This design comes from an exercise in tuning for small area, a short achievable clock period and few clock cycles on the open sky130 flow, not from production work. Only simulation tests tie the RTL to the original design; equivalence was not proved.

== run A ==
// divisor_clk
module divisor_clk #(parameter WIDTH = 24,
                 parameter WIDTHZ = (WIDTH*2))
(
    input logic clk,
    input logic arst,
    input logic start,
    input logic [WIDTH-1:0] a,
    input logic [WIDTH-1:0] b,
    output logic done,
    output logic div_by_zero,
    output logic [WIDTH-1:0] q,
    output logic [WIDTH-1:0] f,
    output logic [WIDTHZ-1:0] z
);
Size in the first run: about 1700 cells after synthesis, about 100 flip-flops, ~150 I/O pins, about 12000 um^2 of cells after synthesis.
Settings: LEC_CHECK=0, ABC_AREA=1, CAP_MARGIN=5, CORE_MARGIN=2, CORE_UTILIZATION=40, PLACE_DENSITY=0.6, SLEW_MARGIN=5; clock period 110.0 ns.
standard.sh (not shown) runs the stock make flow with config.mk's settings and CLKGATE_MAP_FILE= SYNTH_SCRIPT=/design/flow/synth_recipe.tcl, a recipe that flattens the netlist after the stock synthesis.
==> flow/flow/run.sh <==
#!/bin/bash
set -euo pipefail
export BUFFER_PORTS_ARGS="-buffer_cell sky130_fd_sc_hd__buf_1"
bash standard.sh > standard.log 2>&1
Testbench counts of run A, summed over its fixed seeds: cycles 16,768.
Changes in run B relative to run A:
- CAP_MARGIN now 20, was 5
- CTS_BUF_LIST now sky130_fd_sc_hd__clkbuf_8, previously not set
- SLEW_MARGIN now 20, was 5
### Flow results
Run A closes out successfully: all stages finished, all timing, DRC and antenna checks passed.
The flow did not stop early for run B: all stages ran, and the layout cleared the timing, DRC and antenna checks.
Run A → run B: global-route usage shrank by 0.15 points; first-pass GRT wire length shrank by 0.34%; fmax held steady.
Modified inputs, run C compared to run B
- CTS_BUF_LIST removed (was sky130_fd_sc_hd__clkbuf_8)
==> flow/run.sh (new file) <==
#!/bin/bash
# synth_recipe.tcl (not shown) runs the flow's synth.tcl, then flattens the netlist and writes it again
# the make line also repeats each setting of config.mk as NAME=value (left out here)
make -C /OpenROAD-flow-scripts/flow DESIGN_CONFIG=/design/flow/config.mk WORK_HOME=/design/flow/orfs CLKGATE_MAP_FILE= SYNTH_SCRIPT=/design/flow/synth_recipe.tcl finish
removed: flow/flow/run.sh
removed: flow/standard.sh
Run C reached the end of the flow, and the finished layout is clean on the timing, DRC and antenna checks.
Run B completed; timing, DRC and antenna clean
Per the comparison of run C with run B, post-synthesis mux area share level; global-route usage up 0.94 points.
Relative to run B, data arrival time of the critical path has increased by 310 ps in run C.
Count of fill cells added during filler insertion was higher in run B than in run C.
Summary: with run B as the reference, design area in run C moved up by a little under 10%.


Setup of the previous run:
divisor_clk again, from the RTL that the note above started with.
// divisor_clk
module divisor_clk #(parameter WIDTH = 24,
                 parameter WIDTHZ = (WIDTH*2))
(
    input logic clk,
    input logic arst,
    input logic start,
    input logic [WIDTH-1:0] a,
    input logic [WIDTH-1:0] b,
    output logic done,
    output logic div_by_zero,
    output logic [WIDTH-1:0] q,
    output logic [WIDTH-1:0] f,
    output logic [WIDTHZ-1:0] z
);
    localparam K = 7;
    logic             busy;
    logic [2:0]       cnt;         
    logic [WIDTH-1:0] rem;         
    logic [WIDTH-1:0] div;         
    logic [WIDTHZ-1:0] qd;         
    logic             dz;          
    assign dz = (div == '0);
    logic [WIDTH-1:0]  rem_init;
    logic [WIDTHZ-1:0] qd_init;
    logic [2:0]       cnt_init;
    always_comb begin
        rem_init = '0;
        qd_init  = {1'b0, a, 23'b0};
        cnt_init = 3'd6;
        if ((|b[23:13])) begin
            rem_init = {13'b0, a[23:11]};
            qd_init  = {a[10:0], 37'b0};
            cnt_init = 3'd4;
        end
        if ((|b[23:20])) begin
            rem_init = {20'b0, a[23:4]};
            qd_init  = {a[3:0], 44'b0};
            cnt_init = 3'd3;
        end
    end
    logic [WIDTH-1:0]  r_s [0:K];
  ...
==> flow/config.mk <==
export PLATFORM = sky130hd
export DESIGN_NAME = divisor_clk
export DESIGN_NICKNAME = divisor_clk
export VERILOG_FILES = /design/flow/design.v
export SDC_FILE = /design/flow/constraint.sdc
export NUM_CORES = 4
export LEC_CHECK = 0
export ABC_AREA = 1
export CAP_MARGIN = 20
export CORE_MARGIN = 2
export CORE_UTILIZATION = 60
export CTS_BUF_LIST = sky130_fd_sc_hd__clkbuf_8
export PLACE_DENSITY = 0.75
export SLEW_MARGIN = 20
==> flow/constraint.sdc <==
create_clock -name core_clock -period 110.0 [get_ports {clk}]
set_input_delay 22.0000 -clock core_clock [delete_from_list [all_inputs] [get_ports {clk}]]
set_output_delay 22.0000 -clock core_clock [all_outputs]
set_load 0.01 [all_outputs]
==> flow/flow/run.sh <==
#!/bin/bash
set -euo pipefail
export BUFFER_PORTS_ARGS="-buffer_cell sky130_fd_sc_hd__buf_1"
bash standard.sh > standard.log 2>&1
Testbench counts of the previous run, summed over its fixed seeds: cycles 16,768.
#### Input delta (the current run over the previous run)
- swapping 0.75 for 0.85 in PLACE_DENSITY
- swapping 60 for 75 in CORE_UTILIZATION
--- outcome ---
- Compared the current run vs the previous run, and via count is up in the current run.
- Compared to the previous run, the routing of the current run uses more wire.
- The die extent in y in the previous run is 1.11 times that in the current run.
- A end point of the critical path of rem[10] is what the current run shows, while rem[9] belongs to the previous run.
- Comparing the previous run and the current run, the lower final area was measured on the current run.
- Multi-input gate share of total cell area ended up 0.42 points higher on the current run than on the previous run.
- On clock latency on the worst-skew pair, the previous run tracks the current run almost exactly.


v6:
divisor_clk again, from the RTL that the note above started with.
clock: 110.0 ns
lec_check: 0
abc_area: 1
cap_margin: 20
core_margin: 2
core_utilization: 40
cts_cluster_diameter: 200
cts_cluster_size: 40
place_density: 0.6
slew_margin: 20
Scripts as last shown in full above: flow/flow/run.sh
Testbench counts of v6, summed over its fixed seeds: cycles 16,768.
For v7, these inputs were changed with respect to v6:
Settings: removing CTS_CLUSTER_SIZE (formerly 40); removing CTS_CLUSTER_DIAMETER (formerly 200).
Notes after the runs:
Between v7 and v6, the cell row count figures differ only marginally.
v6 → v7: sequential share of layout area has remained practically unchanged; count of clock-buffer cells in the layout has remained practically unchanged.

static timing again, ports no longer ideal:
The flow's constraints put no driver on any port. The routed layouts listed below were extracted and timed again, unchanged, in two steps. Step 1, drivers: a clkbuf_16 drives clk and a buf_2 each remaining input, both assumed. Step 2 adds t to the input delays and takes it off the output delays; t is the mean of the earliest and latest rising clock arrival at the registers after step 1. Input paths then give back, and output paths get back, about the clock's delay inside the block. a / b / c = ideal / step 1 / step 2; a / b = the first two.
run | shift t [ns] | setup WS [ns] | worst setup path at the end | latest minus earliest clock arrival (ns) | worst slew at a driven data input, ns
run A | 0.412 | 86.422 / 86.451 / 86.039 | input to register | 0.012 / 0.012 | 0.04
run B | 0.440 | 86.437 / 86.463 / 86.023 | input to register | 0.014 / 0.014 | 0.04
run C | 0.423 | 86.099 / 86.128 / 85.705 | input to register | 0.014 / 0.013 | 0.05
the previous run | 0.419 | 85.936 / 85.936 / 85.936 | register to register | 0.010 / 0.010 | 0.04
the current run | 0.419 | 85.835 / 85.835 / 85.835 | register to register | 0.017 / 0.017 | 0.05
v6 | 0.412 | 86.422 / 86.451 / 86.039 | input to register | 0.012 / 0.012 | 0.04
v7 | 0.412 | 86.422 / 86.451 / 86.039 | input to register | 0.012 / 0.012 | 0.04
After both steps every run listed still meets setup and hold. For run B, which loses most, drivers alone change the setup slack by +0.026 ns; drivers and shift together by -0.414 ns.
